This design comes from an exercise in tuning for small area and a short achievable clock period on the open sky130 flow, not from production work. At most, simulation tests tie the RTL to the original design; equivalence was not proved. No functional check of the RTL was part of runs 4, 7 and 8. No activity file was given, so power comes from the tool's default toggle rates.

==> flow/design.v <==
module SdOai22(input wire a1, a2, b1, b2, output wire y);
   assign y = ~((a1 | a2) & (b1 | b2));
endmodule
module SdNand4(input wire a, b, c, d, output wire y);
   assign y = ~(a & b & c & d);
endmodule
module SdNand2(input wire a, b, output wire y);
   assign y = ~(a & b);
endmodule
module SdNor4(input wire a, b, c, d, output wire y);
   assign y = ~(a | b | c | d);
endmodule
module SdNor3(input wire a, b, c, output wire y);
   assign y = ~(a | b | c);
endmodule
module SdNor2(input wire a, b, output wire y);
   assign y = ~(a | b);
endmodule
module SdNand3(input wire a, b, c, output wire y);
   assign y = ~(a & b & c);
endmodule
module SdAnd3(input wire a, b, c, output wire y);
   assign y = a & b & c;
endmodule
module SdInv(input wire a, output wire y);
   assign y = ~a;
endmodule
module SimpleRamDecode(
   input wire cs0_i,
   input wire [24:0] addr_i,
   input wire write_i,             
   input wire reset_i,             
   output wire inwin_o,
   output wire [31:0] wsel_o,
   output wire [31:0] rsel_n_o
);
   wire [4:0] g;
   SdNor4 g0(.a(cs0_i), .b(addr_i[24]), .c(addr_i[23]), .d(addr_i[22]), .y(g[0]));
   SdNor4 g1(.a(addr_i[21]), .b(addr_i[20]), .c(addr_i[19]), .d(addr_i[18]), .y(g[1]));
   SdNor4 g2(.a(addr_i[17]), .b(addr_i[16]), .c(addr_i[15]), .d(addr_i[14]), .y(g[2]));
   SdNor4 g3(.a(addr_i[12]), .b(addr_i[11]), .c(addr_i[10]), .d(addr_i[9]), .y(g[3]));
   SdNor3 g4(.a(addr_i[8]), .b(addr_i[7]), .c(addr_i[6]), .y(g[4]));
   wire h1, h2;
   SdNand3 h1g(.a(g[0]), .b(g[1]), .c(g[2]), .y(h1));
   SdNand3 h2g(.a(g[3]), .b(g[4]), .c(addr_i[13]), .y(h2));
   SdNor2 inw(.a(h1), .b(h2), .y(inwin_o));
   wire reset_n, wr, wr_n;         
   SdInv rinv(.a(reset_i), .y(reset_n));
   SdNor2 wrg(.a(reset_n), .b(write_i), .y(wr));
   SdInv wrinv(.a(wr), .y(wr_n));
   wire [5:1] an;
   genvar i;
   generate
      for (i = 1; i <= 5; i = i + 1) begin : ainv
         SdInv inv(.a(addr_i[i]), .y(an[i]));
      end
   endgenerate
   wire [7:0] d3n, pb, rb;
   generate
      for (i = 0; i < 8; i = i + 1) begin : pre3
         SdNand3 n(.a(i & 4 ? addr_i[5] : an[5]), .b(i & 2 ? addr_i[4] : an[4]),
                   .c(i & 1 ? addr_i[3] : an[3]), .y(d3n[i]));
         SdNor2 w(.a(wr_n), .b(d3n[i]), .y(pb[i]));
         SdInv r(.a(d3n[i]), .y(rb[i]));
      end
   endgenerate
   wire [3:0] pa;
   generate
      for (i = 0; i < 4; i = i + 1) begin : pre2
         SdNor2 w(.a(i & 2 ? an[2] : addr_i[2]), .b(i & 1 ? an[1] : addr_i[1]), .y(pa[i]));
      end
   endgenerate
   generate
      for (i = 0; i < 32; i = i + 1) begin : sel
         SdAnd3 w(.a(pa[i & 3]), .b(pb[i >> 2]), .c(inwin_o), .y(wsel_o[i]));
         SdNand2 r(.a(pa[i & 3]), .b(rb[i >> 2]), .y(rsel_n_o[i]));
      end
   endgenerate
endmodule
module SimpleRam(
   input wire clk_i,
   input wire [31:0] wsel_i,       
   input wire rd_i,                
   input wire clr_i,               
   input wire [31:0] rsel_n_i,     
   input wire [15:0] data_i,
   output reg [15:0] data_o
);
   reg [15:0] storage[31:0];
   genvar w;
   generate
      for (w = 0; w < 32; w = w + 1) begin : wr
         always @ (posedge clk_i)
            if (wsel_i[w])
               storage[w] <= data_i;
      end
   endgenerate
   wire [15:0] word;
   genvar b, g;
   generate
      for (b = 0; b < 16; b = b + 1) begin : bits
         wire [31:0] col;
         wire [15:0] p;
         wire [7:0] q;
         wire [1:0] r;
         for (g = 0; g < 32; g = g + 1) begin : words
            assign col[g] = storage[g][b];
         end
         for (g = 0; g < 16; g = g + 1) begin : pairs
            SdOai22 oai(.a1(col[2*g]), .a2(rsel_n_i[2*g]), .b1(col[2*g+1]), .b2(rsel_n_i[2*g+1]),
                        .y(p[g]));
         end
         for (g = 0; g < 8; g = g + 1) begin : quads
            SdNor2 nor2(.a(p[2*g]), .b(p[2*g+1]), .y(q[g]));
         end
         SdNand4 n0(.a(q[0]), .b(q[1]), .c(q[2]), .d(q[3]), .y(r[0]));
         SdNand4 n1(.a(q[4]), .b(q[5]), .c(q[6]), .d(q[7]), .y(r[1]));
         SdNor3 clr(.a(r[0]), .b(r[1]), .c(clr_i), .y(word[b]));
      end
   endgenerate
   always @ (posedge clk_i)
   begin
      if (rd_i)
         data_o <= word;
   end
endmodule
`timescale 1ns / 1ps
module simple_debug(
   input wire [15:0] data_i,
   output wire [15:0] data_o,
   input wire [24:0] addr_i,
   input wire read_i,
   input wire write_i,
   input wire [1:0] cs_i,
   input wire clk_i,
   input wire reset_i,
   input wire irq_i,
   output wire irq_o,
   output wire [4:0] leds_o
);
   reg stage_1, stage_2, stage_3;
   reg [15:0] counter;
   reg [15:0] data_q;
   reg irq;
   reg led;
   wire chip_select = cs_i[0] & cs_i[1];
   wire [25:0] a = {cs_i[0], addr_i};
   wire ram_accessed;
   wire [31:0] wsel, rsel_n;
   SimpleRamDecode DEC(.cs0_i(cs_i[0]), .addr_i(addr_i), .write_i(write_i), .reset_i(reset_i),
                       .inwin_o(ram_accessed), .wsel_o(wsel), .rsel_n_o(rsel_n));
   wire clear_irq = (a == 26'h0);
   wire access = ~stage_2 & stage_3;
   wire [15:0] ram_d;
   SimpleRam RAM0(.clk_i(clk_i),
                  .wsel_i(wsel),
                  .rd_i(~reset_i | (~read_i & ram_accessed)),
                  .clr_i(~reset_i),
                  .rsel_n_i(rsel_n),
                  .data_i(data_i),
                  .data_o(ram_d));
   assign data_o = data_q;
   assign irq_o = irq;
   assign leds_o = {led, irq_i, counter[15], counter[0], 1'b1};
   always @ (posedge clk_i)
   begin
      if (!reset_i)
      begin
         counter <= 0;
         stage_3 <= 0;
         stage_2 <= 0;
         stage_1 <= 0;
         data_q <= 0;
         irq <= 0;
      end
      else
      begin
         if (&counter)
            irq <= 1;
         counter <= counter + 1;
         stage_3 <= stage_2;
         stage_2 <= stage_1;
         stage_1 <= chip_select;
         if (access)
         begin
            if (!read_i)
               data_q <= ram_accessed ? ram_d : (addr_i[15:0] | {15'b0, cs_i[0]});
            if (!write_i && !ram_accessed)
            begin
               if (clear_irq)
                  irq <= data_i[0];
               else
                  led <= data_i[0];
            end
         end
      end
   end
endmodule
==> flow/flow/run.sh <==
#!/bin/bash
# The standard layout, with the port buffers inserted as buf_2 cells
# instead of the default delay-cell buffers. The whole make output goes to
# standard.log; each ORFS step also writes its own log under orfs/logs.
set -euo pipefail
bash standard.sh "BUFFER_PORTS_ARGS=-buffer_cell sky130_fd_sc_hd__buf_2" finish > standard.log 2>&1
==> flow/standard.sh <==
#!/bin/bash
# synth_recipe.tcl (not shown) runs the flow's synth.tcl, then flattens the netlist and writes it again
# the make line also repeats each setting of config.mk as NAME=value (left out here)
make -C /OpenROAD-flow-scripts/flow DESIGN_CONFIG=/design/flow/config.mk WORK_HOME=/design/flow/orfs CLKGATE_MAP_FILE= SYNTH_SCRIPT=/design/flow/synth_recipe.tcl "${@:-finish}"
==> flow/config.mk <==
export PLATFORM = sky130hd
export DESIGN_NAME = simple_debug
export DESIGN_NICKNAME = simple_debug
export VERILOG_FILES = /design/flow/design.v
export SDC_FILE = /design/flow/constraint.sdc
export NUM_CORES = 4
export LEC_CHECK = 0
export CAP_MARGIN = 20
export CORE_MARGIN = 2
export CORE_UTILIZATION = 40
export CTS_CLUSTER_DIAMETER = 100
export CTS_CLUSTER_SIZE = 24
export PLACE_DENSITY = 0.68
export SETUP_SLACK_MARGIN = 1.2
export SLEW_MARGIN = 20
export SYNTH_HIERARCHICAL = 1
==> flow/constraint.sdc <==
create_clock -name core_clock -period 3.0 [get_ports {clk_i}]
set_input_delay 0.6000 -clock core_clock [delete_from_list [all_inputs] [get_ports {clk_i}]]
set_output_delay 0.6000 -clock core_clock [all_outputs]
set_load 0.01 [all_outputs]
==> flow_summary.yaml, run 1 <==
synth:
  yosys_warnings: 9
  synth_top_family_by_area: "compound AO/OA/AOI/OAI gates"
  synth.distinct_cells: 40
  ys_seq_elements: 565
  syn_inst: 1251
  synthXorXnorAreaFrac: 0.00384
  syn_area_um2: 20500
  seq_area_frac_synth: 0.810
  synthMuxAreaShare: 0.00781
  synth_nets: 1300
  synth_simple_gate_area_frac: 0.0825
  avgSynthCellArea_um2: 16.4
  synthAdderAreaFrac: 0.000610
  synth_compound_area_frac: 0.0882
cts:
  cts_buffer_depth: 3
  htreeDepth: 1
  clk_pin_slew_ns: 0.09
  cts_hold_buffers: 0
  cts_root_buf: "clkbuf_16"
  numClockSinks: 565
  clk_latency_ns: 0.59
  cts_tree: "built"
  cts_made_buffers: 27
global_routing:
  grt_pass1_wl_um: 77500
  grt_busiest_layer: "met2"
  grt_max_degree: 52
  met1_usage: 0.276
  grt_antenna_before_repair: 1
  grt_overflow: 0
  grt_pass1_vias: 11687
  track_usage: 0.197
  use_met2: 0.322
  grtUsageMet3: 0.0293
detailed_routing:
  drc: 0
  wl_um: 54000
  via_per_inst: 5.94
  wl_per_cell_um: 26.0
  firstDrtPassIters: 7
  vias: 12334
  drtAntennaViolNets: 0
  first_iter_violations: 1344
setup_path:
  start_kind: "input pin"
  slowest_stage: "and3_4"
  r2r_end: "irq"
  max_stage_delay_ns: 0.43
  worstPathMaxFanout: 52
  reg2reg_from: "counter[0]"
  crit_family: "simple AND/OR/NAND/NOR gates"
  critPathCaptureType: "register"
  cp_num_buf_inv: 2
  worst-r2r-cell-count: 5
  critPathKind: "input pin to register"
  crit_arrival_ns: 2.09
  regToRegSetupSlack_ns: 1.31
  crit_chain: "buf_2, nor4_2, nand3_1, nor2_4, buf_12, and3_4"
  cp.required_ns: 3.27
timing:
  tns_ns: 0
  fin_crit_sh: 0.605
  slew_headroom: 0.427
  hold_viol: 0
  period_needed_ns: 1.81
  finalSetupViolCount: 0
  rsz0062_at_grt: "yes"
  fin_skew_ns: 0.0222
  max_freq_ghz: 0.551
  maxSlewViolCount: 0
  worst_slew_pin_slew_ns: 0.859
die:
  ios: 70
  coreArea_um2: 50400
  dieHeight_um: 230
  start_util: 0.407
  die_w_um: 230
  die_area_um2: 53100
  num_rows: 82
worst_hold_path:
  hold_path_class: "input pin to register"
  worstHoldStart: "cs_i[1]"
  holdPathStages: 2
  min_to: "stage_1"
finish:
  layout.nets: 1441
  final_layout_size_suffix_gt1_frac: 0.229
  instances_no_fill: 2076
  syn_to_final_growth_pct: 15.8
power:
  power_w: 0.0132
  ir_drop_uv: 382
  p_leak_nw: 7.49
  power_density_nw_per_um2: 558
placed_design:
  gp_congestion: 0.861
  io_buffers: 66
  dpl.cell_count: 1995
  dp_hpwl_um: 32300
run_status:
  outcome: "no timing/DRC/antenna violations"
flow_run:
  max_cap_viol_count: 0
worst reg2reg max path: stages, from the launching register on:
cell and delay, ns:
dfxtp_2 0.38, ha_2 0.24, nand2_2 0.10, or3_2 0.53, o32ai_2 0.27, o21a_1 0.13
logic make-up after synthesis:
logic type	after synthesis
xor gates and xnor gates	9
buffers and inverters	34
muxes	16
DFF	565
and+or+nand+nor	338
adders and majority gates	1
other	1
AOI/OAI and AO/OA	287
placed cells by master (no fill, tap or decap), types with 4 or more instances in the layout:
master       n
edfxtp_1   529
o22ai_1    252
nor2_1     123
buf_2       61
nor2_2      41
nand4_1     36
dfxtp_1     33
and3_4      32
buf_4       31
clkbuf_16   29
nand2_4     20
mux2i_1     16
nor3_2      16
a211oi_1    15
nand2_1     11
clkbuf_1    11
buf_6       11
buf_12      10
nor4_1       8
inv_2        7
nand3_1      7
nand2_8      7
inv_1        6
o21ai_0      6
xnor2_1      6
nand2_2      5
a21oi_1      5
nor2_4       5
nand3_2      5
inv_4        4
and2_1       4
o22ai_2      4
stage by stage:
stage | worst slack [ns] | util | cell area, um^2 | hold slack (ns)
2_1_floorplan | 0.600 | - | 20700 | 0.412
3_3_place_gp | 0.268 | 0.436 | 22000 | 0.426
3_5_place_dp | 0.256 | 0.436 | 22000 | 0.436
4_1_cts | 1.09 | 0.460 | 23200 | 0.261
5_1_grt | 1.14 | 0.471 | 23700 | 0.259
6_report | 1.19 | 0.471 | 23700 | 0.272
layout make-up:
| class | count | area [um^2] |
|---|---|---|
| clock inverter | 2 | 13.8 |
| sequential | 565 | 16600 |
| multi-input combinational | 657 | 4500 |
| timing repair buffer | 120 | 965 |
| tap | 672 | 841 |
| antenna | 1 | 2.50 |
| clock buffer | 38 | 717 |
| fill | 4165 | 26600 |
| inverter | 21 | 105 |
Yosys stat by module, one instance, submodules excluded, a selection:
module / copies in the design / cells inside / flip-flops and latches / area, um^2
SdAnd3: 32 / 1 / 0 / 6.26
SdInv: 15 / 1 / 0 / 3.75
SdNand3: 10 / 1 / 0 / 5.00
SdNand4: 32 / 1 / 0 / 6.26
SdNor2: 142 / 1 / 0 / 3.75
SdNor3: 17 / 1 / 0 / 10.0
SdNor4: 4 / 1 / 0 / 12.5
SdOai22: 256 / 1 / 0 / 6.26
SimpleRam: 1 / 528 / 528 / 15900
simple_debug: 1 / 183 / 37 / 1670
registers in the layout (all words and copies together), names as in the netlist:
| name | flops |
|---|---|
| counter | 16 |
| stage_3 | 1 |
| data_q | 16 |
| irq | 1 |
| stage_1 | 1 |
| RAM0.data_o | 16 |
| stage_2 | 1 |
| RAM0.storage | 512 |
| led | 1 |
power by group:
part	total, W	internal [W]	leakage, nW	switching, W
Combinational	0.000625	0.000174	2.07	0.000451
Clock	0.00397	0.00167	0.354	0.00229
Sequential	0.00865	0.00863	5.06	0.0000263
Total	0.0132	0.0105	7.49	0.00277
Yosys cell counts, drive strengths merged:
cell      n  area (um^2)
edfxtp  529        15900
o22ai   256         1600
nor2    169          634
nand2    39          146
dfxtp    36          721
nand4    36          225
and3     34          214
inv      21         78.8
nor3     18          175
mux2i    16          160
a211oi   15          113
nand3    15         87.6
nor4     12          100
buf       7         46.3
o21ai     7         35.0
clkbuf    6         22.5
xnor2     6         52.6
a21oi     5         25.0
or3       5         33.8
and2      4         25.0
xor2      3         26.3
or4       2         18.8
conb      1         3.75
ha        1         12.5
nand4b    1         8.76
nor3b     1         7.51
nor4b     1         8.76
o21a      1         7.51
o311a     1         10.0
o31a      1         8.76
o32ai     1         8.76
or2       1         6.26
per-layer routing:
layer / routed length, um / vias to the layer above
li1: - / 5350
met1: 21600 / 6267
met2: 26200 / 640
met5: 0 / -
met4: 1230 / 0
met3: 4980 / 77
how the worst max path moves through the flow:
stage,from,endpoint,cells after the start,slack [ns]
2_1_floorplan,addr_i[20],RAM0.data_o[0],7,0.60
3_3_place_gp,addr_i[1],RAM0.data_o[6],9,0.27
3_5_place_dp,addr_i[1],RAM0.data_o[12],9,0.26
4_1_cts,addr_i[11],RAM0.storage[27][5],6,1.09
5_1_grt,addr_i[11],RAM0.storage[30][7],6,1.14
6_report,addr_i[11],RAM0.storage[27][5],6,1.19
timing repair:
action / CTS / global route
pin swaps: 28 / 36
endpoints found under the setup margin: 546 / 531
cloned: 3 / 5
gates resized for setup: 87 / 92
buffers inserted: 16 / 16
==> inputs of run 2 (changes only) <==
--- a/flow/config.mk
+++ b/flow/config.mk
@@ -12,5 +12,5 @@
 export CTS_CLUSTER_SIZE = 24
 export PLACE_DENSITY = 0.68
-export SETUP_SLACK_MARGIN = 1.2
+export SETUP_SLACK_MARGIN = 1.1
 export SLEW_MARGIN = 20
 export SYNTH_HIERARCHICAL = 1
==> flow_summary.yaml, run 2 <==
timing:
  finalSetupViolCount: 0
  maxSlewViolCount: 0
  fin_crit_sh: 0.649
  slew_headroom: 0.424
  period_needed_ns: 1.95
  fin_skew_ns: 0.0256
  hold_viol: 0
  rsz0062_at_grt: "yes"
  max_freq_ghz: 0.514
  tns_ns: 0
  worst_slew_pin_slew_ns: 0.864
synth:
  yosysTopAreaCellShare: 0.775
  yosys_warnings: 9
  synthTopCellsByArea: "edfxtp_1, o22ai_1, dfxtp_1"
  yosys.area.top_type: "edfxtp_1"
  ys_seq_elements: 565
  seq_area_frac_synth: 0.810
  synth.distinct_cells: 40
  syn_area_um2: 20500
  synth_nets: 1300
  synth.most_common_cell: "edfxtp_1"
  avgSynthCellArea_um2: 16.4
  synth_edf_count: 529
  async_reset_ff_frac: 0
  syn_inst: 1251
  dominantRegCellSynth: "edfxtp_1"
  synthTopCellsByCount: "edfxtp_1, o22ai_1, nor2_1"
global_routing:
  grt_pass1_wl_um: 76500
  grt_max_degree: 52
  grt_antenna_before_repair: 0
  grt_pass1_vias: 11534
  grt_overflow: 0
  track_usage: 0.194
die:
  die_area_um2: 53100
  ios: 70
  start_util: 0.407
  num_rows: 82
  coreArea_um2: 50400
  die_w_um: 230
  dieHeight_um: 230
detailed_routing:
  drc: 0
  wl_um: 52600
  via_per_inst: 5.93
  wl_per_cell_um: 25.7
  drtAntennaViolNets: 0
  firstDrtPassIters: 5
  vias: 12164
  first_iter_violations: 1337
worst_hold_path:
  hold_path_class: "input pin to register"
power:
  p_leak_nw: 7.36
  ir_drop_uv: 383
  power_density_nw_per_um2: 566
cts:
  clk_pin_slew_ns: 0.09
  cts_tree: "built"
  cts_buffer_depth: 3
  numClockSinks: 565
  htreeDepth: 1
  cts_hold_buffers: 0
  clk_latency_ns: 0.59
  cts_root_buf: "clkbuf_16"
  cts_made_buffers: 27
finish:
  mostFrequentLayoutCells: "edfxtp_1, o22ai_1, nor2_1"
  finalInstanceArea_um2: 23300
  seq_area_um2: 16600
  layout.nets: 1416
  antennaDiodeCount: 0
  multi_input_area_um2: 4360
  regMostFlops: "RAM0.storage"
  largest_reg_flops: 512
  mostFrequentLayoutCell: "edfxtp_1"
  fill_cells: 4211
  final_layout_size_suffix_gt1_frac: 0.195
  syn_to_final_growth_pct: 13.7
placed_design:
  dp_hpwl_um: 32300
  gp_congestion: 0.861
  io_buffers: 66
  place_area_um2: 22000
setup_path:
  critPathCaptureType: "register"
  crit_arrival_ns: 2.18
  start_kind: "input pin"
  cp.required_ns: 3.23
  worstPathMaxFanout: 51
  critPathKind: "input pin to register"
run_status:
  outcome: "no timing/DRC/antenna violations"
flow_run:
  max_cap_viol_count: 0
## run 2: cell counts after synthesis
No cell type changed its count.
## run 2: critical path: stages
cell and delay, ns:
buf_2 0.13, nor4_2 0.26, nand3_1 0.19, nor2_4 0.14, buf_12 0.30, and3_2 0.53
## run 2: what timing repair did
| action | CTS | global route |
|---|---|---|
| setup buffers | 3 | 9 |
| setup endpoints to repair | 99 | 449 |
| pin swaps | 6 | 25 |
| gates cloned | 0 | 3 |
| resized for setup | 34 | 86 |
## run 2: path summary, 6_finish.rpt
check,cells past startpoint,from,slack (ns),end
worst min-delay path,2,cs_i[1],0.27,stage_1
worst max-delay path,6,addr_i[11],1.05,RAM0.storage[6][12]
worst min register to register,1,counter[0],0.46,counter[0]
worst max register to register,5,counter[0],1.23,irq
## run 2: area by class of cell
type / instances / area share
inverters: 21 / 0.00365
well taps: 672 / 0.0361
clock inverters: 2 / 0.000590
multi-input cells: 654 / 0.187
repair buffers: 98 / 0.0295
clock buffers: 38 / 0.0308
flip-flops and latches: 565 / 0.712
## run 2: report_power, final
group / switching, W / leakage (nW) / total (W) / internal, W
sequential: 0.0000264 / 5.06 / 0.00865 / 0.00863
clock: 0.00229 / 0.354 / 0.00396 / 0.00167
combinational: 0.000430 / 1.95 / 0.000576 / 0.000146
total: 0.00275 / 7.36 / 0.0132 / 0.0104
## run 2: Yosys stat by module (local to each module, per instance), a selection
module	flip-flops and latches	cell area, um^2
SdOai22	0	6.26
SdNor3	0	10.0
SimpleRam	528	15900
SdNand3	0	5.00
simple_debug	37	1670
SdNor2	0	3.75
SdNand2	0	3.75
## run 2: cells by family after synthesis
logic type / count (synthesis) / share of synthesized area
flip-flops: 565 / 0.810
XOR/XNOR: 9 / 0.00384
buffers and inverters: 34 / 0.00720
AND/OR/NAND/NOR: 338 / 0.0825
multiplexers: 16 / 0.00781
adder cells (fa/ha/maj): 1 / 0.000610
other: 1 / 0.000183
AO/OA/AOI/OAI: 287 / 0.0882
## run 2: through the flow
stage	total power, W	hold slack [ns]	cells	setup slack (ns)	util
after floorplan	0.00902	0.412	1251	0.600	-
after global placement	0.00934	0.426	1995	0.268	0.436
after detailed placement	0.00935	0.436	1995	0.256	0.436
after CTS	0.0132	0.261	2038	1.04	0.454
after global routing	0.0135	0.263	2050	0.961	0.463
final	0.0132	0.275	2050	1.05	0.463
## run 2: metal layers
layer	global-route usage	share of wire	vias to the layer above
met1	0.276	0.41	6196
met3	0.0246	0.090	65
met2	0.317	0.48	607
met5	0	0	-
li1	-	-	5296
met4	0.0490	0.021	0
==> inputs of run 3 (changes only) <==
--- a/flow/config.mk
+++ b/flow/config.mk
@@ -12,5 +12,5 @@
 export CTS_CLUSTER_SIZE = 24
 export PLACE_DENSITY = 0.68
-export SETUP_SLACK_MARGIN = 1.1
+export SETUP_SLACK_MARGIN = 1.25
 export SLEW_MARGIN = 20
 export SYNTH_HIERARCHICAL = 1
==> flow_summary.yaml, run 3 <==
run_status:
  outcome: "no timing/DRC/antenna violations"
detailed_routing:
  first_iter_violations: 1536
  via_per_inst: 6.00
  firstDrtPassIters: 6
  wl_per_cell_um: 26.8
  wl_um: 56700
  drtAntennaViolNets: 0
  vias: 12694
  drc: 0
timing:
  finalSetupViolCount: 0
  hold_viol: 0
  slew_headroom: 0.423
  fin_skew_ns: 0.0310
  tns_ns: 0
  worst_slew_pin_slew_ns: 0.865
  rsz0062_at_grt: "yes"
  maxSlewViolCount: 0
  fin_crit_sh: 0.614
  period_needed_ns: 1.84
  fin_ws_ns: 1.16
  max_freq_ghz: 0.543
synth:
  yosys.area.top_type: "edfxtp_1"
  synth_nets: 1300
  syn_area_um2: 20500
  dominantRegCellSynth: "edfxtp_1"
  synthTopCellsByCount: "edfxtp_1, o22ai_1, nor2_1"
  synth.most_common_cell: "edfxtp_1"
  synth_edf_count: 529
  syn_inst: 1251
  yosys_warnings: 9
  synthTopCellsByArea: "edfxtp_1, o22ai_1, dfxtp_1"
  ys_seq_elements: 565
  avgSynthCellArea_um2: 16.4
  synth.distinct_cells: 40
  async_reset_ff_frac: 0
  seq_area_frac_synth: 0.810
  yosysTopAreaCellShare: 0.775
cts:
  cts_tree: "built"
  cts_root_buf: "clkbuf_16"
  clk_latency_ns: 0.60
  numClockSinks: 565
  clk_pin_slew_ns: 0.09
  cts_made_buffers: 27
  cts_buffer_depth: 3
  htreeDepth: 1
finish:
  mostFrequentLayoutCell: "edfxtp_1"
  antennaDiodeCount: 0
  regMostFlops: "RAM0.storage"
  layout.nets: 1482
  finalInstanceArea_um2: 24400
  largest_reg_flops: 512
  mostFrequentLayoutCells: "edfxtp_1, o22ai_1, nor2_1"
  final_layout_size_suffix_gt1_frac: 0.256
  final_util: 0.483
  syn_to_final_growth_pct: 18.7
placed_design:
  pre_cts_ws_ns: 0.256
  place_area_um2: 22000
  gp_congestion: 0.861
  io_buffers: 66
  dp_hpwl_um: 32300
global_routing:
  grt_overflow: 0
  grt_antenna_before_repair: 0
  grt_pass1_wl_um: 78600
  track_usage: 0.199
  grt_pass1_vias: 11864
  grt_max_degree: 52
setup_path:
  start_kind: "input pin"
  critPathCaptureType: "register"
  worstPathMaxFanout: 8
  crit_arrival_ns: 2.27
  regToRegSetupSlack_ns: 1.35
  cp.required_ns: 3.43
  critPathKind: "input pin to register"
die:
  ios: 70
  die_w_um: 230
  start_util: 0.407
  die_area_um2: 53100
  coreArea_um2: 50400
  num_rows: 82
  dieHeight_um: 230
power:
  ir_drop_uv: 383
  p_leak_nw: 7.73
  power_w: 0.0133
  power_density_nw_per_um2: 546
flow_run:
  max_cap_viol_count: 0
worst_hold_path:
  hold_path_class: "input pin to register"
-- run 3: cell count changes in the layout (fill, tap and decap cells not counted), sizes merged --
| cell | before | now |
|---|---|---|
| and3 | 34 | 46 |
| buf | 94 | 145 |
| bufbuf | 0 | 1 |
| clkinvlp | 1 | 2 |
| inv | 21 | 20 |
| nand2 | 41 | 43 |
-- run 3: kinds of logic after synthesis --
logic type      Yosys count  share of synthesized area
flops                   565                      0.810
simple gates            338                     0.0825
compound gates          287                     0.0882
buf+inv                  34                    0.00720
mux                      16                    0.00781
xor+xnor                  9                    0.00384
fa+ha+maj                 1                   0.000610
other cells               1                   0.000183
-- run 3: stage by stage --
stage          instances  hold WS [ns]
2_1_floorplan       1251         0.412
3_3_place_gp        1995         0.426
3_5_place_dp        1995         0.436
4_1_cts             2077         0.261
5_1_grt             2116         0.261
6_report            2116         0.276
-- run 3: Yosys stat by module, one instance, submodules excluded, excerpt --
module,area (um^2),cells inside
SimpleRam,15900,528
simple_debug,1670,183
SdNor4,12.5,1
SdNor3,10.0,1
SdAnd3,6.26,1
SdNand4,6.26,1
SdOai22,6.26,1
SdNand3,5.00,1
SdInv,3.75,1
SdNand2,3.75,1
SdNor2,3.75,1
-- run 3: path summary, 6_finish.rpt --
check,startpoint,end,cells after the start
worst min-delay path,cs_i[1],stage_1,2
worst max-delay path,addr_i[3],RAM0.data_o[4],11
worst max register to register,counter[1],irq,5
worst min register to register,counter[0],counter[0],1
-- run 3: worst max-delay path, cell delays in order --
cell and delay (ns):
buf_6 0.12, inv_4 0.07, nand3_4 0.10, clkinvlp_4 0.18, buf_6 0.19, nand2_8 0.09
buf_4 0.12, o22ai_1 0.09, nor2_2 0.17, nand4_1 0.29, nor3_2 0.24
-- run 3: routing by layer --
| layer | part of all wire | global-route usage | vias up |
|---|---|---|---|
| met5 | 0.0015 | 0.0110 | - |
| met1 | 0.39 | 0.279 | 6426 |
| li1 | - | - | 5468 |
| met3 | 0.10 | 0.0296 | 82 |
| met2 | 0.48 | 0.326 | 716 |
| met4 | 0.024 | 0.0546 | 2 |
-- run 3: report_power, final --
group | total [W] | internal [W] | switching [W]
Combinational | 0.000665 | 0.000192 | 0.000473
Clock | 0.00398 | 0.00167 | 0.00231
Sequential | 0.00865 | 0.00863 | 0.0000272
Total | 0.0133 | 0.0105 | 0.00281
-- run 3: repair_timing --
| action | CTS | global route |
|---|---|---|
| buffers inserted | 37 | 21 |
| setup endpoints to repair | 548 | 551 |
| hold buffers | 0 | 0 |
| resized for setup | 98 | 123 |
| pin swaps | 30 | 44 |
| cloned | 5 | 18 |
-- run 3: layout make-up --
type                    instances  area [um^2]
multi-input cells             668         4680
fillers                      4091        26000
well taps                     672          841
inverters                      21          111
clock inverters                 2         13.8
clock buffers                  38          717
repair buffers                150         1380
flip-flops and latches        565        16600
==> inputs of run 4 (changes only) <==
--- a/flow/design.v
+++ b/flow/design.v
@@ -111,10 +111,11 @@
                         .y(p[g]));
          end
-         for (g = 0; g < 8; g = g + 1) begin : quads
+         for (g = 0; g < 7; g = g + 1) begin : quads
             SdNor2 nor2(.a(p[2*g]), .b(p[2*g+1]), .y(q[g]));
          end
+         SdNor3 clr(.a(p[14]), .b(p[15]), .c(clr_i), .y(q[7]));
          SdNand4 n0(.a(q[0]), .b(q[1]), .c(q[2]), .d(q[3]), .y(r[0]));
          SdNand4 n1(.a(q[4]), .b(q[5]), .c(q[6]), .d(q[7]), .y(r[1]));
-         SdNor3 clr(.a(r[0]), .b(r[1]), .c(clr_i), .y(word[b]));
+         SdNor2 out(.a(r[0]), .b(r[1]), .y(word[b]));
       end
    endgenerate
--- a/flow/config.mk
+++ b/flow/config.mk
@@ -12,5 +12,5 @@
 export CTS_CLUSTER_SIZE = 24
 export PLACE_DENSITY = 0.68
-export SETUP_SLACK_MARGIN = 1.25
+export SETUP_SLACK_MARGIN = 1.2
 export SLEW_MARGIN = 20
 export SYNTH_HIERARCHICAL = 1
==> flow_summary.yaml, run 4 <==
run_status:
  outcome: "no timing/DRC/antenna violations"
synth:
  ys_seq_elements: 565
  yosysTopAreaCellShare: 0.775
  syn_area_um2: 20500
  synth_edf_count: 529
  dominantRegCellSynth: "edfxtp_1"
  synth_nets: 1300
  async_reset_ff_frac: 0
  avgSynthCellArea_um2: 16.4
  synth.most_common_cell: "edfxtp_1"
  synth.distinct_cells: 40
  synthTopCellsByArea: "edfxtp_1, o22ai_1, dfxtp_1"
  synthTopCellsByCount: "edfxtp_1, o22ai_1, nor2_1"
  syn_inst: 1251
  seq_area_frac_synth: 0.810
  yosys.area.top_type: "edfxtp_1"
  yosys_warnings: 9
placed_design:
  dp_hpwl_um: 30200
  io_buffers: 66
  pre_cts_ws_ns: 0.208
  gp_congestion: 0.826
setup_path:
  critPathCaptureType: "register"
  slowest_stage: "and3_2"
  crit_family: "simple AND/OR/NAND/NOR gates"
  critPathKind: "input pin to register"
  cp.required_ns: 3.22
  cp_num_buf_inv: 2
  worstPathMaxFanout: 51
  max_stage_delay_ns: 0.52
  crit_chain: "buf_2, nor4_4, nand3_1, nor2_4, buf_12, and3_2"
  start_kind: "input pin"
  crit_arrival_ns: 2.12
timing:
  tns_ns: 0
  worst_hold_slack_ns: 0.300
  fin_skew_ns: 0.0259
  max_freq_ghz: 0.528
  slew_headroom: 0.484
  fin_ws_ns: 1.11
  fin_crit_sh: 0.631
  finalSetupViolCount: 0
  rsz0062_at_grt: "yes"
  period_needed_ns: 1.89
  maxSlewViolCount: 0
  worst_slew_pin_slew_ns: 0.773
  hold_viol: 0
cts:
  htreeDepth: 1
  cts_tree: "built"
  clk_latency_ns: 0.58
  cts_made_buffers: 27
  clk_pin_slew_ns: 0.09
  cts_root_buf: "clkbuf_16"
  cts_hold_buffers: 0
  cts_buffer_depth: 3
  numClockSinks: 565
power:
  p_clk_frac: 0.304
  p_leak_nw: 7.41
  switching_power_w: 0.00273
  ir_drop_uv: 388
  combPwrFrac: 0.042
  power_frac_seq: 0.653
  p_int_w: 0.0105
  power_density_nw_per_um2: 565
  sw_frac_of_total: 0.206
global_routing:
  track_usage: 0.179
  grt_pass1_vias: 11224
  grt_overflow: 0
  grt_antenna_before_repair: 5
  grt_pass1_wl_um: 71900
  grt_max_degree: 52
die:
  die_w_um: 230
  start_util: 0.407
  coreArea_um2: 50400
  ios: 70
  num_rows: 82
  dieHeight_um: 230
  die_area_um2: 53100
finish:
  final_layout_size_suffix_gt1_frac: 0.204
  mostFrequentLayoutCell: "edfxtp_1"
  syn_to_final_growth_pct: 14.3
  multi_input_area_um2: 4320
  layout.nets: 1428
  antennaDiodeCount: 0
  regMostFlops: "RAM0.storage"
  fill_cells: 4212
  largest_reg_flops: 512
  mostFrequentLayoutCells: "edfxtp_1, o22ai_1, nor2_1"
  seq_area_um2: 16600
detailed_routing:
  drtAntennaViolNets: 0
  via_per_inst: 5.81
  drc: 0
  wl_um: 49200
  vias: 12048
  first_iter_violations: 1360
  wl_per_cell_um: 23.7
  firstDrtPassIters: 5
flow_run:
  max_cap_viol_count: 0
worst_hold_path:
  hold_path_class: "input pin to register"
==> run 4: worst paths after layout <==
check | start | to | slack (ns) | depth (start not counted)
max | addr_i[20] | RAM0.storage[13][6] | 1.11 | 6
max reg2reg | counter[0] | irq | 1.31 | 5
min reg2reg | stage_1 | stage_2 | 0.44 | 1
min | cs_i[1] | stage_1 | 0.30 | 2
==> run 4: per-layer routing <==
| layer | up-vias | track usage | share of wire |
|---|---|---|---|
| met5 | - | 0 | 0.0012 |
| met3 | 64 | 0.0319 | 0.096 |
| met1 | 6077 | 0.267 | 0.42 |
| met4 | 10 | 0.0419 | 0.021 |
| li1 | 5340 | - | - |
| met2 | 557 | 0.276 | 0.46 |
==> run 4: Yosys stat by module, one instance, submodules excluded, a selection <==
module        flops+latches  cells  cell area (um^2)
SdAnd3                    0      1              6.26
SdNor4                    0      1              12.5
SdNor2                    0      1              3.75
SimpleRam               528    528             15900
simple_debug             37    183              1670
SdNand3                   0      1              5.00
SdNand4                   0      1              6.26
SdNand2                   0      1              3.75
SdInv                     0      1              3.75
SdOai22                   0      1              6.26
==> run 4: layout make-up <==
| cell class | count | share of cell area |
|---|---|---|
| Sequential cell | 565 | 0.709 |
| Multi-Input combinational cell | 652 | 0.185 |
| Tap cell | 672 | 0.0359 |
| Timing Repair Buffer | 112 | 0.0334 |
| Clock buffer | 48 | 0.0322 |
| Inverter | 21 | 0.00411 |
| Clock inverter | 2 | 0.00107 |
==> run 4: logic make-up after synthesis <==
family	share of synthesized area
adder cells (fa/ha/maj)	0.000610
AND/OR/NAND/NOR	0.0825
flip-flops	0.810
AO/OA/AOI/OAI	0.0882
multiplexers	0.00781
XOR/XNOR	0.00384
buffers and inverters	0.00720
other	0.000183
==> run 4: timing repair <==
| action | in CTS | in global routing |
|---|---|---|
| gates resized for setup | 59 | 55 |
| setup endpoints to repair | 477 | 466 |
| pin swaps | 17 | 18 |
| setup buffers | 16 | 13 |
==> run 4: worst reg2reg max path: stages, from the launching register on <==
cell and delay, ns:
dfxtp_2 0.38, ha_2 0.21, nand2_1 0.13, or3_2 0.50, o32ai_1 0.28, o21a_1 0.14
==> run 4: power groups by stage <==
stage               sequential, W  combinational, W  clock, W
floorplan                 0.00882          0.000189         0
global placement          0.00883          0.000473         0
detailed placement        0.00883          0.000487         0
CTS                       0.00865          0.000528   0.00406
global route              0.00865          0.000594   0.00437
finish                    0.00865          0.000560   0.00403
==> run 4: through the flow <==
stage | utilization | total power, W | instance area, um^2 | instances
after CTS | 0.458 | 0.0132 | 23100 | 2059
after floorplan | - | 0.00901 | 20700 | 1251
after global routing | 0.465 | 0.0136 | 23400 | 2072
after global placement | 0.435 | 0.00930 | 21900 | 1993
after detailed placement | 0.435 | 0.00932 | 21900 | 1993
final | 0.465 | 0.0132 | 23400 | 2072
==> inputs of run 5 (changes only) <==
--- a/flow/design.v
+++ b/flow/design.v
@@ -111,11 +111,10 @@
                         .y(p[g]));
          end
-         for (g = 0; g < 7; g = g + 1) begin : quads
+         for (g = 0; g < 8; g = g + 1) begin : quads
             SdNor2 nor2(.a(p[2*g]), .b(p[2*g+1]), .y(q[g]));
          end
-         SdNor3 clr(.a(p[14]), .b(p[15]), .c(clr_i), .y(q[7]));
          SdNand4 n0(.a(q[0]), .b(q[1]), .c(q[2]), .d(q[3]), .y(r[0]));
          SdNand4 n1(.a(q[4]), .b(q[5]), .c(q[6]), .d(q[7]), .y(r[1]));
-         SdNor2 out(.a(r[0]), .b(r[1]), .y(word[b]));
+         SdNor3 clr(.a(r[0]), .b(r[1]), .c(clr_i), .y(word[b]));
       end
    endgenerate
==> flow/flow/run.sh (replaced) <==
#!/bin/bash
# The standard layout, with the port buffers inserted as buf_2 cells
# instead of the default delay-cell buffers, and timing-driven global
# placement that does not keep its trial buffering. The whole make output
# goes to standard.log; each ORFS step also writes its own log under orfs/logs.
set -euo pipefail
bash standard.sh "BUFFER_PORTS_ARGS=-buffer_cell sky130_fd_sc_hd__buf_2" GPL_KEEP_OVERFLOW=0 finish > standard.log 2>&1
==> flow_summary.yaml, run 5 <==
run_status:
  outcome: "no timing/DRC/antenna violations"
synth:
  syn_inst: 1251
  async_reset_ff_frac: 0
  yosysTopAreaCellShare: 0.775
  synth.distinct_cells: 40
  synth_edf_count: 529
  syn_area_um2: 20500
  dominantRegCellSynth: "edfxtp_1"
  seq_area_frac_synth: 0.810
  synthTopCellsByArea: "edfxtp_1, o22ai_1, dfxtp_1"
  avgSynthCellArea_um2: 16.4
  synthTopCellsByCount: "edfxtp_1, o22ai_1, nor2_1"
  yosys.area.top_type: "edfxtp_1"
  synth.most_common_cell: "edfxtp_1"
  ys_seq_elements: 565
  yosys_warnings: 9
  synth_nets: 1300
setup_path:
  regToRegSetupSlack_ns: 1.27
  critPathCaptureType: "register"
  crit_arrival_ns: 2.22
  critPathKind: "input pin to register"
  worstPathMaxFanout: 8
  cp.required_ns: 3.38
  start_kind: "input pin"
detailed_routing:
  drc: 0
  via_per_inst: 6.01
  wl_um: 56100
  firstDrtPassIters: 5
  drtAntennaViolNets: 0
  met3_wirelength_um: 5910
  wl_per_cell_um: 26.2
  first_iter_violations: 1621
  top_layer: "met4"
  wl_met1_um: 21900
  vias: 12839
  met2WireLength_um: 26600
global_routing:
  grt_pass1_wl_um: 79000
  grt_antenna_before_repair: 0
  grt_overflow: 0
  grt_pass1_vias: 12034
  track_usage: 0.200
  grt_max_degree: 35
die:
  num_rows: 82
  coreArea_um2: 50400
  die_w_um: 230
  die_area_um2: 53100
  dieHeight_um: 230
  start_util: 0.407
  ios: 70
placed_design:
  pre_cts_ws_ns: 0.0500
  gp_congestion: 0.870
  dp_hpwl_um: 32200
  io_buffers: 66
finish:
  mostFrequentLayoutCell: "edfxtp_1"
  final_layout_size_suffix_gt1_frac: 0.251
  fill_cells: 4079
  largest_reg_flops: 512
  final_util: 0.484
  mostFrequentLayoutCells: "edfxtp_1, o22ai_1, nor2_1"
  seq_area_um2: 16600
  regMostFlops: "RAM0.storage"
  syn_to_final_growth_pct: 18.8
  antennaDiodeCount: 0
  layout.nets: 1493
  multi_input_area_um2: 4690
timing:
  fin_skew_ns: 0.0169
  period_needed_ns: 1.84
  fin_crit_sh: 0.614
  max_freq_ghz: 0.543
  fin_ws_ns: 1.16
  slew_headroom: 0.434
  maxSlewViolCount: 0
  rsz0062_at_grt: "yes"
  worst_hold_slack_ns: 0.270
  hold_viol: 0
  finalSetupViolCount: 0
  worst_slew_pin_slew_ns: 0.849
cts:
  cts_buffer_depth: 3
  cts_made_buffers: 27
  clk_pin_slew_ns: 0.10
  numClockSinks: 565
  cts_tree: "built"
  cts_hold_buffers: 0
  clk_latency_ns: 0.59
  cts_root_buf: "clkbuf_16"
  htreeDepth: 1
power:
  ir_drop_uv: 421
  p_leak_nw: 7.77
  power_density_nw_per_um2: 549
worst_hold_path:
  hold_path_class: "input pin to register"
flow_run:
  max_cap_viol_count: 0
[run 5: layout make-up]
| type | count | share of cell area |
|---|---|---|
| Multi-Input combinational cell | 671 | 0.193 |
| Clock inverter | 1 | 0.000668 |
| Sequential cell | 565 | 0.682 |
| Tap cell | 672 | 0.0345 |
| Inverter | 21 | 0.00467 |
| Timing Repair Buffer | 158 | 0.0546 |
| Clock buffer | 48 | 0.0310 |
[run 5: cell families (layout without fill, tap and decap cells)]
family / Yosys count / in the layout / synth area share
AO/OA/AOI/OAI: 287 / 287 / 0.0882
XOR/XNOR: 9 / 9 / 0.00384
adder cells (fa/ha/maj): 1 / 1 / 0.000610
buffers and inverters: 34 / 228 / 0.00720
flip-flops: 565 / 565 / 0.810
multiplexers: 16 / 16 / 0.00781
other: 1 / 1 / 0.000183
AND/OR/NAND/NOR: 338 / 357 / 0.0825
[run 5: Yosys stat by module, one instance, submodules excluded, a selection]
module        flops+latches  cells  times used
SimpleRam               528    528           1
SdAnd3                    0      1          32
SdNor2                    0      1         142
SdInv                     0      1          15
SdNand4                   0      1          32
simple_debug             37    183           1
SdNand2                   0      1          32
SdNor3                    0      1          17
SdOai22                   0      1         256
SdNor4                    0      1           4
SdNand3                   0      1          10
[run 5: path summary, 6_finish.rpt]
kind,start,end,cells past startpoint
setup / recovery,addr_i[5],RAM0.data_o[2],10
hold / removal,cs_i[1],stage_1,2
setup reg to reg,counter[7],counter[11],4
hold reg to reg,counter[0],counter[0],1
[run 5: stage by stage]
stage          cell area, um^2  TNS (ns)  std cells  total power, W
2_1_floorplan            20700         0       1251         0.00902
3_3_place_gp             21800   -113.81       1976         0.00933
3_5_place_dp             21900         0       1981         0.00934
4_1_cts                  23800         0       2108          0.0133
5_1_grt                  24400         0       2136          0.0137
6_report                 24400         0       2136          0.0134
[run 5: where the power goes]
group          internal, W  switching, W  total [W]
registers          0.00863     0.0000272    0.00866
logic             0.000183      0.000469   0.000652
clock network      0.00172       0.00233    0.00405
[run 5: what timing repair did]
item | 4_1_cts | 5_1_grt
gates resized for setup | 117 | 69
gates cloned | 8 | 13
pin swaps | 41 | 32
setup endpoints to repair | 435 | 532
setup buffers | 70 | 15
[run 5: metal layers]
layer / vias up / GRT usage
met1: 6484 / 0.279
met2: 751 / 0.328
met5: - / 0
li1: 5499 / -
met3: 105 / 0.0316
met4: 0 / 0.0563
[run 5: worst max-delay path: stages]
cell,delay (ns)
buf_12,0.11
inv_4,0.06
nand3_4,0.07
clkinvlp_4,0.31
nand2_8,0.20
buf_12,0.14
o22ai_1,0.08
nor2_1,0.14
nand4_1,0.14
nor3_2,0.36
==> inputs of run 6 (changes only) <==
==> flow/flow/run.sh (replaced) <==
#!/bin/bash
# The standard layout, with the port buffers inserted as buf_2 cells
# instead of the default delay-cell buffers, and gate resizing not limited
# to cells of the same footprint. The whole make output goes to
# standard.log; each ORFS step also writes its own log under orfs/logs.
set -euo pipefail
bash standard.sh "BUFFER_PORTS_ARGS=-buffer_cell sky130_fd_sc_hd__buf_2" MATCH_CELL_FOOTPRINT=0 finish > standard.log 2>&1
==> flow_summary.yaml, run 6 <==
run_status:
  outcome: "no timing/DRC/antenna violations"
setup_path:
  regToRegSetupSlack_ns: 1.30
  worstPathMaxFanout: 6
  critPathKind: "input pin to register"
  r2r_end: "counter[13]"
  worst-r2r-cell-count: 4
  cp.required_ns: 3.40
  crit_arrival_ns: 2.28
  reg2reg_from: "counter[2]"
  start_kind: "input pin"
  critPathCaptureType: "register"
detailed_routing:
  vias: 12636
  drtAntennaViolNets: 0
  wl_um: 54400
  firstDrtPassIters: 5
  first_iter_violations: 1581
  wl_per_cell_um: 25.6
  via_per_inst: 5.94
  drc: 0
finish:
  seq_area_um2: 16600
  final_layout_size_suffix_gt1_frac: 0.253
  regMostFlops: "RAM0.storage"
  largest_reg_flops: 512
  layout.nets: 1496
  multi_input_area_um2: 4670
  mostFrequentLayoutCells: "edfxtp_1, o22ai_1, nor2_1"
  syn_to_final_growth_pct: 18.8
  fill_cells: 4107
  antennaDiodeCount: 0
  mostFrequentLayoutCell: "edfxtp_1"
timing:
  period_needed_ns: 1.88
  finalSetupViolCount: 0
  maxSlewViolCount: 0
  fin_skew_ns: 0.0265
  rsz0062_at_grt: "yes"
  hold_viol: 0
  max_freq_ghz: 0.533
  worst_hold_slack_ns: 0.293
  slew_headroom: 0.443
  worst_slew_pin_slew_ns: 0.836
  tns_ns: 0
  fin_crit_sh: 0.625
synth:
  synth.distinct_cells: 40
  syn_area_um2: 20500
  synth_edf_count: 529
  seq_area_frac_synth: 0.810
  synthTopCellsByArea: "edfxtp_1, o22ai_1, dfxtp_1"
  syn_inst: 1251
  synthTopCellsByCount: "edfxtp_1, o22ai_1, nor2_1"
  yosys.area.top_type: "edfxtp_1"
  synth.most_common_cell: "edfxtp_1"
  dominantRegCellSynth: "edfxtp_1"
  synth_nets: 1300
  yosysTopAreaCellShare: 0.775
  yosys_warnings: 9
  ys_seq_elements: 565
  avgSynthCellArea_um2: 16.4
  async_reset_ff_frac: 0
cts:
  cts_tree: "built"
  clk_latency_ns: 0.59
  cts_buffer_depth: 3
  cts_hold_buffers: 0
  htreeDepth: 1
  numClockSinks: 565
  clk_pin_slew_ns: 0.10
  cts_made_buffers: 27
  cts_root_buf: "clkbuf_16"
global_routing:
  track_usage: 0.193
  use_met2: 0.321
  grt_antenna_before_repair: 0
  met1_usage: 0.274
  grt_max_degree: 52
  grt_pass1_wl_um: 76700
  grtUsageMet3: 0.0235
  grt_overflow: 0
  grt_busiest_layer: "met2"
  grt_pass1_vias: 11870
power:
  ir_drop_uv: 377
  power_density_nw_per_um2: 544
  p_leak_nw: 7.70
flow_run:
  max_cap_viol_count: 0
die:
  coreArea_um2: 50400
  start_util: 0.407
  die_w_um: 230
  dieHeight_um: 230
  die_area_um2: 53100
  num_rows: 82
  ios: 70
placed_design:
  io_buffers: 66
  gp_congestion: 0.834
  dp_hpwl_um: 31300
worst_hold_path:
  holdPathStages: 2
  hold_path_class: "input pin to register"
  worstHoldStart: "cs_i[1]"
  min_to: "stage_1"
## run 6: cell counts after synthesis
No cell type changed its count.
## run 6: area by class of cell
| cell class | count | share of cell area |
|---|---|---|
| Tap cell | 672 | 0.0345 |
| Clock buffer | 38 | 0.0294 |
| Inverter | 21 | 0.00508 |
| Clock inverter | 1 | 0.000462 |
| Multi-Input combinational cell | 661 | 0.192 |
| Sequential cell | 565 | 0.682 |
| Timing Repair Buffer | 171 | 0.0574 |
## run 6: modules after synthesis, one instance, submodules excluded, a selection
module	copies in the design	cells	flops+latches	area [um^2]
SimpleRam	1	528	528	15900
SdNand4	32	1	0	6.26
SdInv	15	1	0	3.75
SdNand3	10	1	0	5.00
SdAnd3	32	1	0	6.26
SdNor2	142	1	0	3.75
SdOai22	256	1	0	6.26
simple_debug	1	183	37	1670
SdNor3	17	1	0	10.0
SdNand2	32	1	0	3.75
SdNor4	4	1	0	12.5
## run 6: power by group
part	leakage, nW	internal (W)	total, W	switching, W
combinational	2.29	0.000191	0.000647	0.000456
sequential	5.07	0.00863	0.00865	0.0000265
clock	0.352	0.00167	0.00397	0.00229
## run 6: worst max path at each step
stage	startpoint	to	slack (ns)	cells past startpoint
final	addr_i[4]	RAM0.data_o[9]	1.12	9
after global placement	addr_i[2]	RAM0.data_o[7]	0.27	9
after global routing	addr_i[4]	RAM0.data_o[9]	1.10	10
after floorplan	addr_i[20]	RAM0.data_o[0]	0.60	7
after detailed placement	addr_i[2]	RAM0.data_o[9]	0.23	8
after CTS	addr_i[20]	RAM0.storage[27][14]	1.11	6
## run 6: per-layer routing
layer | up-vias | share of wire
li1 | 5483 | -
met1 | 6359 | 0.41
met2 | 720 | 0.48
met3 | 74 | 0.090
met4 | 0 | 0.022
met5 | - | 0
## run 6: logic make-up after synthesis
family,after synthesis,synth area share
muxes,16,0.00781
other,1,0.000183
AOI/OAI and AO/OA,287,0.0882
adders and majority gates,1,0.000610
xor gates and xnor gates,9,0.00384
buffers and inverters,34,0.00720
and+or+nand+nor,338,0.0825
DFF,565,0.810
## run 6: worst max-delay path, cell delays in order
cell	delay (ns)
buf_8	0.11
buf_6	0.13
nand3_4	0.08
clkinvlp_4	0.24
nand2_4	0.23
o22ai_2	0.10
nor2_2	0.13
nand4_1	0.33
nor3_2	0.32
## run 6: repair_timing
item                                    in CTS  in global routing
pin swaps                                   48                 48
cloned                                       3                 11
buffers inserted                            53                 18
gates resized for setup                    126                100
endpoints found under the setup margin     529                547
## run 6: metrics by stage
step / setup WS [ns] / cells / utilization / power (W) / instance area [um^2]
6_report: 1.12 / 2129 / 0.484 / 0.0133 / 24400
5_1_grt: 1.10 / 2129 / 0.484 / 0.0135 / 24400
4_1_cts: 1.11 / 2100 / 0.472 / 0.0132 / 23800
3_3_place_gp: 0.272 / 2005 / 0.438 / 0.00933 / 22000
3_5_place_dp: 0.233 / 2005 / 0.438 / 0.00934 / 22000
2_1_floorplan: 0.600 / 1251 / - / 0.00902 / 20700
==> inputs of run 7 (changes only) <==
--- a/flow/design.v
+++ b/flow/design.v
@@ -65,14 +65,18 @@
       end
    endgenerate
-   wire [3:0] pa;
+   wire [3:0] pa, ra;
    generate
       for (i = 0; i < 4; i = i + 1) begin : pre2
          SdNor2 w(.a(i & 2 ? an[2] : addr_i[2]), .b(i & 1 ? an[1] : addr_i[1]), .y(pa[i]));
-      end
-   endgenerate
+         SdNor2 r(.a(i & 2 ? an[2] : addr_i[2]), .b(i & 1 ? an[1] : addr_i[1]), .y(ra[i]));
+      end
+   endgenerate
+   wire [1:0] inwh;
+   SdNor2 inw0(.a(h1), .b(h2), .y(inwh[0]));
+   SdNor2 inw1(.a(h1), .b(h2), .y(inwh[1]));
    generate
       for (i = 0; i < 32; i = i + 1) begin : sel
-         SdAnd3 w(.a(pa[i & 3]), .b(pb[i >> 2]), .c(inwin_o), .y(wsel_o[i]));
-         SdNand2 r(.a(pa[i & 3]), .b(rb[i >> 2]), .y(rsel_n_o[i]));
+         SdAnd3 w(.a(pa[i & 3]), .b(pb[i >> 2]), .c(inwh[i >> 4]), .y(wsel_o[i]));
+         SdNand2 r(.a(ra[i & 3]), .b(rb[i >> 2]), .y(rsel_n_o[i]));
       end
    endgenerate
==> flow/flow/run.sh (replaced) <==
#!/bin/bash
# The standard layout, with the port buffers inserted as buf_2 cells
# instead of the default delay-cell buffers. The whole make output goes to
# standard.log; each ORFS step also writes its own log under orfs/logs.
set -euo pipefail
bash standard.sh "BUFFER_PORTS_ARGS=-buffer_cell sky130_fd_sc_hd__buf_2" finish > standard.log 2>&1
==> flow_summary.yaml, run 7 <==
run_status:
  outcome: "no timing/DRC/antenna violations"
synth:
  yosys_warnings: 9
  async_reset_ff_frac: 0
  synth_edf_count: 529
  yosys.area.top_type: "edfxtp_1"
  avgSynthCellArea_um2: 16.3
  synth_nets: 1306
  yosysTopAreaCellShare: 0.774
  synth.distinct_cells: 40
  synthTopCellsByCount: "edfxtp_1, o22ai_1, nor2_1"
  syn_area_um2: 20500
  dominantRegCellSynth: "edfxtp_1"
  ys_seq_elements: 565
  synthTopCellsByArea: "edfxtp_1, o22ai_1, dfxtp_1"
  seq_area_frac_synth: 0.809
  synth.most_common_cell: "edfxtp_1"
  syn_inst: 1257
setup_path:
  reg2reg_from: "counter[2]"
  start_kind: "input pin"
  regToRegSetupSlack_ns: 1.30
  cp.required_ns: 3.29
  worst-r2r-cell-count: 4
  worstPathMaxFanout: 14
  r2r_end: "counter[15]"
  critPathKind: "input pin to register"
  crit_arrival_ns: 2.12
  critPathCaptureType: "register"
timing:
  slew_headroom: 0.419
  hold_viol: 0
  fin_crit_sh: 0.610
  worst_slew_pin_slew_ns: 0.872
  max_freq_ghz: 0.546
  maxSlewViolCount: 0
  tns_ns: 0
  fin_ws_ns: 1.17
  rsz0062_at_grt: "yes"
  period_needed_ns: 1.83
  finalSetupViolCount: 0
  fin_skew_ns: 0.0286
finish:
  syn_to_final_growth_pct: 17.6
  antennaDiodeCount: 0
  largest_reg_flops: 512
  mostFrequentLayoutCell: "edfxtp_1"
  regMostFlops: "RAM0.storage"
  mostFrequentLayoutCells: "edfxtp_1, o22ai_1, nor2_1"
  final_layout_size_suffix_gt1_frac: 0.236
  layout.nets: 1481
detailed_routing:
  drtAntennaViolNets: 0
  vias: 12968
  firstDrtPassIters: 6
  wl_um: 57400
  drc: 0
  wl_per_cell_um: 26.9
  via_per_inst: 6.08
  first_iter_violations: 1796
global_routing:
  grt_antenna_before_repair: 0
  grt_pass1_wl_um: 78600
  grt_overflow: 0
  track_usage: 0.199
  grt_max_degree: 48
  grt_pass1_vias: 11668
power:
  power_w: 0.0133
  p_leak_nw: 7.70
  power_density_nw_per_um2: 553
  ir_drop_uv: 405
die:
  ios: 70
  die_area_um2: 53200
  die_w_um: 231
  dieHeight_um: 231
  num_rows: 83
  coreArea_um2: 51000
  start_util: 0.403
cts:
  numClockSinks: 565
  cts_tree: "built"
  cts_buffer_depth: 3
  clk_latency_ns: 0.60
  cts_made_buffers: 27
  clk_pin_slew_ns: 0.09
  htreeDepth: 1
  cts_root_buf: "clkbuf_16"
worst_hold_path:
  worstHoldStart: "cs_i[1]"
  min_to: "stage_1"
  hold_path_class: "input pin to register"
  holdPathStages: 2
flow_run:
  max_cap_viol_count: 0
placed_design:
  gp_congestion: 0.918
  dp_hpwl_um: 33900
  io_buffers: 66
  pre_cts_ws_ns: 0.237
## run 7: timing repair
action                                  CTS  global route
gates resized for setup                  91           154
hold buffers                              0             0
setup buffers                             7            16
cloned                                    8            19
endpoints found under the hold margin     0             0
endpoints found under the setup margin  335           454
pin swaps                                14            38
## run 7: modules after synthesis (local to each module, per instance), a selection
| module | cells | copies in the design |
|---|---|---|
| SdInv | 1 | 15 |
| SdOai22 | 1 | 256 |
| simple_debug | 183 | 1 |
| SdNor3 | 1 | 17 |
| SdNand4 | 1 | 32 |
| SdNand3 | 1 | 10 |
| SdAnd3 | 1 | 32 |
| SdNor4 | 1 | 4 |
| SdNand2 | 1 | 32 |
| SdNor2 | 1 | 148 |
## run 7: cells by family (layout without fill, tap and decap cells)
group | count (synthesis) | after routing | synth area share
buffers and inverters | 34 | 215 | 0.00719
XOR/XNOR | 9 | 9 | 0.00384
AND/OR/NAND/NOR | 344 | 358 | 0.0835
adder cells (fa/ha/maj) | 1 | 1 | 0.000609
flip-flops | 565 | 565 | 0.809
AO/OA/AOI/OAI | 287 | 287 | 0.0881
multiplexers | 16 | 16 | 0.00780
other | 1 | 1 | 0.000183
## run 7: cell type report
type | instances | area, um^2
fill | 4211 | 26900
tap | 680 | 851
sequential | 565 | 16600
multi-input combinational | 672 | 4620
clock inverter | 1 | 11.3
clock buffer | 48 | 754
inverter | 21 | 93.8
timing repair buffer | 145 | 1200
## run 7: through the flow
step	hold slack (ns)	cell area, um^2	util	cells
floorplan	0.412	20600	-	1257
global route	0.260	24100	0.473	2132
detailed placement	0.421	22000	0.432	2033
finish	0.252	24100	0.473	2132
global placement	0.425	22000	0.432	2033
CTS	0.232	23200	0.455	2097
## run 7: worst max-delay path by stage
stage                    start                 end
detailed placement   addr_i[3]     RAM0.data_o[14]
floorplan           addr_i[20]      RAM0.data_o[0]
finish                 cs_i[0]  RAM0.storage[4][0]
global route           cs_i[0]  RAM0.storage[2][8]
CTS                  addr_i[5]      RAM0.data_o[9]
global placement     addr_i[3]     RAM0.data_o[14]
## run 7: power by group
group	leakage (nW)	internal [W]	switching (W)
sequential	5.06	0.00863	0.0000238
combinational	2.28	0.000172	0.000466
clock	0.364	0.00172	0.00232
## run 7: worst max-delay path, cell delays in order
cell and delay, ns:
buf_2 0.13, nor4_2 0.31, nand3_2 0.18, nor2_4 0.21, clkbuf_4 0.33, and3_4 0.35
## run 7: layer usage
layer,share of wire,track usage,vias to the layer above
li1,-,-,5477
met1,0.37,0.278,6458
met2,0.46,0.320,885
met3,0.12,0.0287,148
met4,0.042,0.0736,0
met5,0,0,-
==> inputs of run 8 (changes only) <==
--- a/flow/design.v
+++ b/flow/design.v
@@ -59,8 +59,9 @@
    generate
       for (i = 0; i < 8; i = i + 1) begin : pre3
+         SdNor3 r(.a(i & 4 ? an[5] : addr_i[5]), .b(i & 2 ? an[4] : addr_i[4]),
+                  .c(i & 1 ? an[3] : addr_i[3]), .y(rb[i]));
          SdNand3 n(.a(i & 4 ? addr_i[5] : an[5]), .b(i & 2 ? addr_i[4] : an[4]),
                    .c(i & 1 ? addr_i[3] : an[3]), .y(d3n[i]));
          SdNor2 w(.a(wr_n), .b(d3n[i]), .y(pb[i]));
-         SdInv r(.a(d3n[i]), .y(rb[i]));
       end
    endgenerate
==> flow_summary.yaml, run 8 <==
run_status:
  outcome: "no timing/DRC/antenna violations"
detailed_routing:
  drtAntennaViolNets: 0
  wl_um: 56500
  drc: 0
  first_iter_violations: 1576
  wl_per_cell_um: 26.4
  firstDrtPassIters: 7
  via_per_inst: 5.94
  vias: 12739
synth:
  syn_inst: 1257
  seq_area_frac_synth: 0.807
  synth.most_common_cell: "edfxtp_1"
  avgSynthCellArea_um2: 16.4
  syn_area_um2: 20600
  yosysTopAreaCellShare: 0.772
  synth.distinct_cells: 40
  synth_edf_count: 529
  yosys.area.top_type: "edfxtp_1"
  dominantRegCellSynth: "edfxtp_1"
  synthTopCellsByCount: "edfxtp_1, o22ai_1, nor2_1"
  async_reset_ff_frac: 0
  ys_seq_elements: 565
  synthTopCellsByArea: "edfxtp_1, o22ai_1, dfxtp_1"
  yosys_warnings: 9
  synth_nets: 1306
finish:
  syn_to_final_growth_pct: 20.7
  final_util: 0.486
  mostFrequentLayoutCell: "edfxtp_1"
  multi_input_area_um2: 4910
  instances_no_fill: 2144
  largest_reg_flops: 512
  regMostFlops: "RAM0.storage"
  layout.nets: 1493
  fill_cells: 4126
  mostFrequentLayoutCells: "edfxtp_1, o22ai_1, nor2_1"
  antennaDiodeCount: 0
  seq_area_um2: 16600
  final_layout_size_suffix_gt1_frac: 0.274
  finalInstanceArea_um2: 24800
die:
  ios: 70
  start_util: 0.403
  coreArea_um2: 51100
  die_area_um2: 53300
  die_w_um: 231
  dieHeight_um: 231
  num_rows: 83
flow_run:
  max_cap_viol_count: 0
timing:
  period_needed_ns: 1.93
  rsz0062_at_grt: "yes"
  max_freq_ghz: 0.517
  fin_skew_ns: 0.0184
  hold_viol: 0
  fin_crit_sh: 0.644
  maxSlewViolCount: 0
  slew_headroom: 0.444
  finalSetupViolCount: 0
  worst_hold_slack_ns: 0.255
  worst_slew_pin_slew_ns: 0.832
placed_design:
  gp_congestion: 0.876
  dpl.cell_count: 2036
  dp_hpwl_um: 32100
  place_area_um2: 22100
  io_buffers: 66
cts:
  htreeDepth: 1
  cts_made_buffers: 27
  clk_latency_ns: 0.59
  cts_root_buf: "clkbuf_16"
  cts_hold_buffers: 0
  clk_pin_slew_ns: 0.09
  cts_tree: "built"
  numClockSinks: 565
  cts_buffer_depth: 3
setup_path:
  critPathCaptureType: "register"
  crit_chain: "buf_2, nor4_2, nand3_1, nor2_1, buf_4, and3_2"
  crit_arrival_ns: 2.17
  max_stage_delay_ns: 0.52
  critPathKind: "input pin to register"
  cp.required_ns: 3.23
  start_kind: "input pin"
  worstPathMaxFanout: 16
  slowest_stage: "and3_2"
power:
  power_density_nw_per_um2: 542
  ir_drop_uv: 441
  p_leak_nw: 7.83
global_routing:
  grt_pass1_vias: 11910
  grt_pass1_wl_um: 77800
  grt_max_degree: 40
  grt_antenna_before_repair: 0
  grt_overflow: 0
  track_usage: 0.197
worst_hold_path:
  hold_path_class: "input pin to register"
-- run 8: final cells by class --
type | instances | area share
Sequential cell | 565 | 0.669
Multi-Input combinational cell | 667 | 0.198
Timing Repair Buffer | 170 | 0.0652
Tap cell | 680 | 0.0342
Clock buffer | 48 | 0.0312
Inverter | 13 | 0.00252
Clock inverter | 1 | 0.000353
-- run 8: routing by layer --
metal,track usage,part of all wire,up-vias
li1,-,-,5492
met5,0,0,-
met2,0.304,0.45,791
met3,0.0375,0.11,109
met4,0.0579,0.035,0
met1,0.285,0.40,6347
-- run 8: through the flow --
step | total power, W | worst slack (ns) | setup TNS (ns)
final | 0.0135 | 1.07 | 0
after global placement | 0.00933 | 0.00593 | 0
after CTS | 0.0134 | 1.11 | 0
after floorplan | 0.00901 | 0.852 | 0
after global routing | 0.0138 | 1.01 | 0
after detailed placement | 0.00935 | -0.0312 | -0.0476
-- run 8: final timing paths --
kind / startpoint / endpoint / slack [ns] / cells past startpoint
hold reg to reg: stage_1 / stage_2 / 0.45 / 1
setup reg to reg: counter[0] / irq / 1.30 / 5
hold / removal: cs_i[1] / stage_1 / 0.26 / 2
setup / recovery: addr_i[24] / RAM0.storage[3][4] / 1.07 / 6
-- run 8: Yosys stat by module, one instance, submodules excluded, excerpt --
module | cells inside | copies in the design | flip-flops and latches | area, um^2
SdAnd3 | 1 | 32 | 0 | 6.26
SdInv | 1 | 7 | 0 | 3.75
SdNand2 | 1 | 32 | 0 | 3.75
SdNand3 | 1 | 10 | 0 | 5.00
SdNor2 | 1 | 148 | 0 | 3.75
SdNor4 | 1 | 4 | 0 | 12.5
SdOai22 | 1 | 256 | 0 | 6.26
SimpleRam | 528 | 1 | 528 | 15900
simple_debug | 183 | 1 | 37 | 1670
-- run 8: logic make-up after synthesis --
group	Yosys count	share of synthesized area
adder cells (fa/ha/maj)	1	0.000608
AO/OA/AOI/OAI	287	0.0879
multiplexers	16	0.00778
flip-flops	565	0.807
other	1	0.000182
AND/OR/NAND/NOR	352	0.0872
XOR/XNOR	9	0.00383
buffers and inverters	26	0.00571
-- run 8: timing repair --
action | 4_1_cts | 5_1_grt
cloned | 2 | 8
setup endpoints to repair | 500 | 496
pin swaps | 29 | 77
gates resized for setup | 105 | 173
buffers inserted | 18 | 31
-- run 8: worst max-delay path: cells and delay by family --
| kind | cells | cell delay (ns) |
|---|---|---|
| buf+inv | 2 | 0.36 |
| simple gates | 4 | 1.19 |
-- run 8: where the power goes --
group / switching, W / internal, W
Combinational: 0.000464 / 0.000220
Sequential: 0.0000285 / 0.00863
Clock: 0.00236 / 0.00177
Total: 0.00285 / 0.0106

==> static timing again, ports no longer ideal <==
Ports are ideal in the flow. The routed layouts listed here were re-timed in OpenROAD. Step 1, drivers: a clkbuf_16 drives clk_i and a buf_2 each remaining input, both assumed. Step 2 moves the port delays by t, midway between the first and last clock arrival at a register: inputs arrive t later, outputs are due t later. That takes back most of the time a late clock gives input paths. Three values: ideal, step 1, step 2; two values: the first two.
| run | t, ns | setup slack, ns | worst setup path at the end | clock arrival spread, ns | slew at the worst register clock pin (ns) |
|---|---|---|---|---|---|
| run 1 | 0.635 | 1.185 / 1.181 / 0.568 | input to register | 0.023 / 0.022 | 0.10 / 0.10 |
| run 2 | 0.635 | 1.053 / 1.083 / 0.448 | input to register | 0.028 / 0.028 | 0.10 / 0.10 |
| run 3 | 0.643 | 1.159 / 1.174 / 0.531 | input to register | 0.032 / 0.032 | 0.11 / 0.11 |
| run 4 | 0.623 | 1.106 / 1.144 / 0.521 | input to register | 0.026 / 0.026 | 0.10 / 0.10 |
| run 5 | 0.639 | 1.159 / 1.145 / 0.507 | input to register | 0.019 / 0.019 | 0.10 / 0.10 |
| run 6 | 0.631 | 1.124 / 1.139 / 0.509 | input to register | 0.028 / 0.027 | 0.10 / 0.10 |
| run 7 | 0.640 | 1.170 / 1.197 / 0.557 | input to register | 0.031 / 0.032 | 0.10 / 0.10 |
| run 8 | 0.638 | 1.067 / 1.007 / 0.369 | input to register | 0.020 / 0.020 | 0.10 / 0.10 |
After both steps setup and hold are still met in every run listed. The setup slack of run 8, which loses most, moves by -0.060 ns with the drivers and by -0.698 ns with both steps.
